Background: an optimization exercise with open tools, aiming at small area. Do not read the settings as production practice. Function was checked by simulation only, so behaviour that the tests miss may differ from the original.

==> flow/design.v (excerpt) <==
module tx_upconverter(
  input clk,
  input rst,
  input [31:0] frequency,
  input signed [19:0] x_real,
  input signed [19:0] x_imag,
  output req,
  output signed [15:0] out_I,
  output signed [15:0] out_Q
  );
clock: 6.0 ns
lec_check: 0
cap_margin: 5
core_margin: 2
core_utilization: 60
cts_cluster_diameter: 100
cts_cluster_size: 30
slew_margin: 5
run.sh (not shown) runs the stock make flow with config.mk's settings and CLKGATE_MAP_FILE= SYNTH_SCRIPT=/design/flow/synth_recipe.tcl, a recipe that flattens the netlist after the stock synthesis.
The baseline produced a clean layout.
Rerun with:
- CAP_MARGIN: 5 -> 20
- CORE_UTILIZATION: 60 -> 40
- CTS_CLUSTER_DIAMETER: 100 -> 90
- CTS_CLUSTER_SIZE: 30 -> 28
- SLEW_MARGIN: 5 -> 20
The new run ran to the end with no violations.
Non-clock buffer count came out lower by 8.
Core utilization decreases by 21 points.
Via count goes up by 0.33%.
Final cell count rose by 11%.
Design area is higher by 2.0%.
Rerun with:
- CTS_CLUSTER_DIAMETER: 90 -> unset
- CTS_CLUSTER_SIZE: 28 -> unset
=>
- The changed run went through all stages and came out clean
- via count increases by 2.0%
- worst setup slack got worse by 0.015 ns
- global-route usage increases by 0.33 points
- die area stays the same
- core utilization increases by 1.8 points
- final area increases by 4.1%
- hold slack got worse by 0.0039 ns
- final cell count increases by 2.1%
Rerun with:
- CTS_CLUSTER_DIAMETER: unset -> 80
- CTS_CLUSTER_SIZE: unset -> 25
Effect: Setup slack gains 0.015 ns; clock-buffer cell count drops by 166; hold slack hardly moves; die area stays the same; flip-flop and latch count stays the same.
Rerun with:
- CTS_CLUSTER_DIAMETER: 80 -> 100
- CTS_CLUSTER_SIZE: 25 -> 30
=> Critical path depth is unchanged.

---

tx_upconverter, a different RTL version from the one above (not shown whole).
For scale: roughly 7200 cells after synthesis, about 1900 flip-flops, about 0.089 sq mm of cells after synthesis.
==> flow/config.mk <==
export PLATFORM = sky130hd
export DESIGN_NAME = tx_upconverter
export DESIGN_NICKNAME = tx_upconverter
export VERILOG_FILES = /design/flow/design.v
export SDC_FILE = /design/flow/constraint.sdc
export NUM_CORES = 4
export LEC_CHECK = 0
export CAP_MARGIN = 20
export CORE_MARGIN = 2
export CORE_UTILIZATION = 60
export CTS_CLUSTER_DIAMETER = 100
export CTS_CLUSTER_SIZE = 30
export GPL_ROUTABILITY_DRIVEN = 0
export SLEW_MARGIN = 20
==> flow/constraint.sdc <==
create_clock -name core_clock -period 6.0 [get_ports {clk}]
set_input_delay 1.2000 -clock core_clock [delete_from_list [all_inputs] [get_ports {clk}]]
set_output_delay 1.2000 -clock core_clock [all_outputs]
set_load 0.01 [all_outputs]
The first run completed without violations.
Next try:
- GPL_ROUTABILITY_DRIVEN: 0 -> unset
- TNS_END_PERCENT: unset -> 30
What happened: Clock skew falls by 0.0060 ns; design area barely changes; worst hold slack improves by 0.0061 ns; worst setup slack improves by 0.028 ns; maximum frequency rises by about 0.5%.

---

Setup of old:
Another version of the RTL of tx_upconverter (not shown whole).
For scale: roughly 7,400 cells after synthesis, roughly 2,000 flip-flops, roughly 91,000 um^2 of cells after synthesis.
Settings: LEC_CHECK=0, CAP_MARGIN=20, CORE_MARGIN=2, CORE_UTILIZATION=55, CTS_BUF_LIST=sky130_fd_sc_hd__clkbuf_4 sky130_fd_sc_hd__clkbuf_8, CTS_CLUSTER_SIZE=20, SLEW_MARGIN=20; clock period 6.0 ns.
old went all the way through synthesis, placement and routing and the layout is clean on timing, DRC and antenna.
What new does differently from old at the input level:
- CORE_UTILIZATION now 40, was 55
- CTS_CLUSTER_SIZE no longer set, was 20
- CTS_BUF_LIST no longer set, was sky130_fd_sc_hd__clkbuf_4 sky130_fd_sc_hd__clkbuf_8
--- outcome ---
Both conditions hold for new: the flow ran to the end and the final layout passed the timing, design-rule and antenna checks. old: full flow OK, the timing, design-rule and antenna checks passed. First-pass GRT wire length on new is ahead of old. Going from old to new, wire length fell 2.3%, share of the clock period used by the worst path rose 1.0 points.

---

v6:
RTL: one of the versions met above, not the one the previous note started from.
For scale: about 7,300 cells after synthesis, ~2,000 flip-flops, roughly 110 I/O pins, ~90,000 µm² of cells after synthesis.
==> flow/design.v (excerpt) <==
module tx_upconverter(
  input clk,
  input rst,
  input [31:0] frequency,
  input signed [19:0] x_real,
  input signed [19:0] x_imag,
  output req,
  output signed [15:0] out_I,
  output signed [15:0] out_Q
  );
clock: 6.0 ns
lec_check: 0
cap_margin: 20
core_margin: 2
core_utilization: 70
cts_cluster_diameter: 100
cts_cluster_size: 30
slew_margin: 20
#### Input delta (v7 over v6)
Settings: CORE_UTILIZATION now 60, was 70.
==> summary.txt <==
Diff v6 -> v7: relative area change from synthesis to final layout rose by 0.64 points, overall die width went up.
Re depth of the worst register-to-register path: no difference whatsoever between v6 and v7.
[compare] base=v6 new=v7: met1 track demand over resource lost 3.2 points, half-perimeter wire length of the detailed placement result fell 0.72%, cell area after layout rose by about 0.6%, post-route fraction of the period consumed by the critical path dropped 0.97 points.
Total detailed-routing wirelength of v7 falls short of that of v6 slightly.
Higher highest attainable clock frequency goes to v7 over v6.
| via count of the routed design | v7 vs v6 | better |
Sort v6 and v7 by count of non-filler cells in the finished layout, ascending, and v6 comes first.

==> separate check: timing with driven ports <==
The results above use ideal ports. As a check the final layouts listed here were re-extracted and re-timed, cells and wires unchanged.
Step 1 (the two cells are an assumption about what drives the block):
set clk [get_ports {clk}]
set_driving_cell -lib_cell sky130_fd_sc_hd__clkbuf_16 $clk
set_driving_cell -lib_cell sky130_fd_sc_hd__buf_2 [delete_from_list [all_inputs] $clk]
Step 2 times the ports against the registers' clock, not the clock port: input delays grow and output delays shrink by t, the midpoint of the rising clock arrivals with the driver on.
Three values: ideal ports, drivers, drivers and shift; two values: the first two.
run | t, ns | setup WS [ns] | hold WS [ns] | worst setup path after step 2
the first run of note 1 | 0.793 | 0.185 / 0.235 / -0.559 | 0.318 / 0.318 / 0.318 | input to register
the second run of note 1 | 0.832 | 0.218 / 0.282 / -0.550 | 0.324 / 0.324 / 0.324 | input to register
the third run of note 1 | 0.894 | 0.203 / 0.267 / -0.627 | 0.320 / 0.320 / 0.320 | input to register
the fourth run of note 1 | 0.829 | 0.217 / 0.284 / -0.544 | 0.320 / 0.320 / 0.320 | input to register
the fifth run of note 1 | 0.798 | 0.200 / 0.264 / -0.534 | 0.325 / 0.325 / 0.325 | input to register
the first run of note 2 | 0.778 | 0.160 / 0.208 / -0.570 | 0.316 / 0.316 / 0.316 | input to register
the second run of note 2 | 0.795 | 0.189 / 0.229 / -0.566 | 0.322 / 0.322 / 0.322 | input to register
old | 1.073 | 0.267 / 0.267 / -0.747 | 0.282 / 0.282 / 0.282 | input to register
new | 0.892 | 0.205 / 0.267 / -0.625 | 0.317 / 0.317 / 0.317 | input to register
v6 | 0.778 | 0.165 / 0.211 / -0.568 | 0.330 / 0.330 / 0.330 | input to register
v7 | 0.788 | 0.223 / 0.270 / -0.518 | 0.323 / 0.323 / 0.323 | input to register
With both steps, setup timing fails in every run listed, where it was met with ideal ports. For old, which loses most, drivers alone change the setup slack by 0.000 ns; drivers and shift together by -1.014 ns.
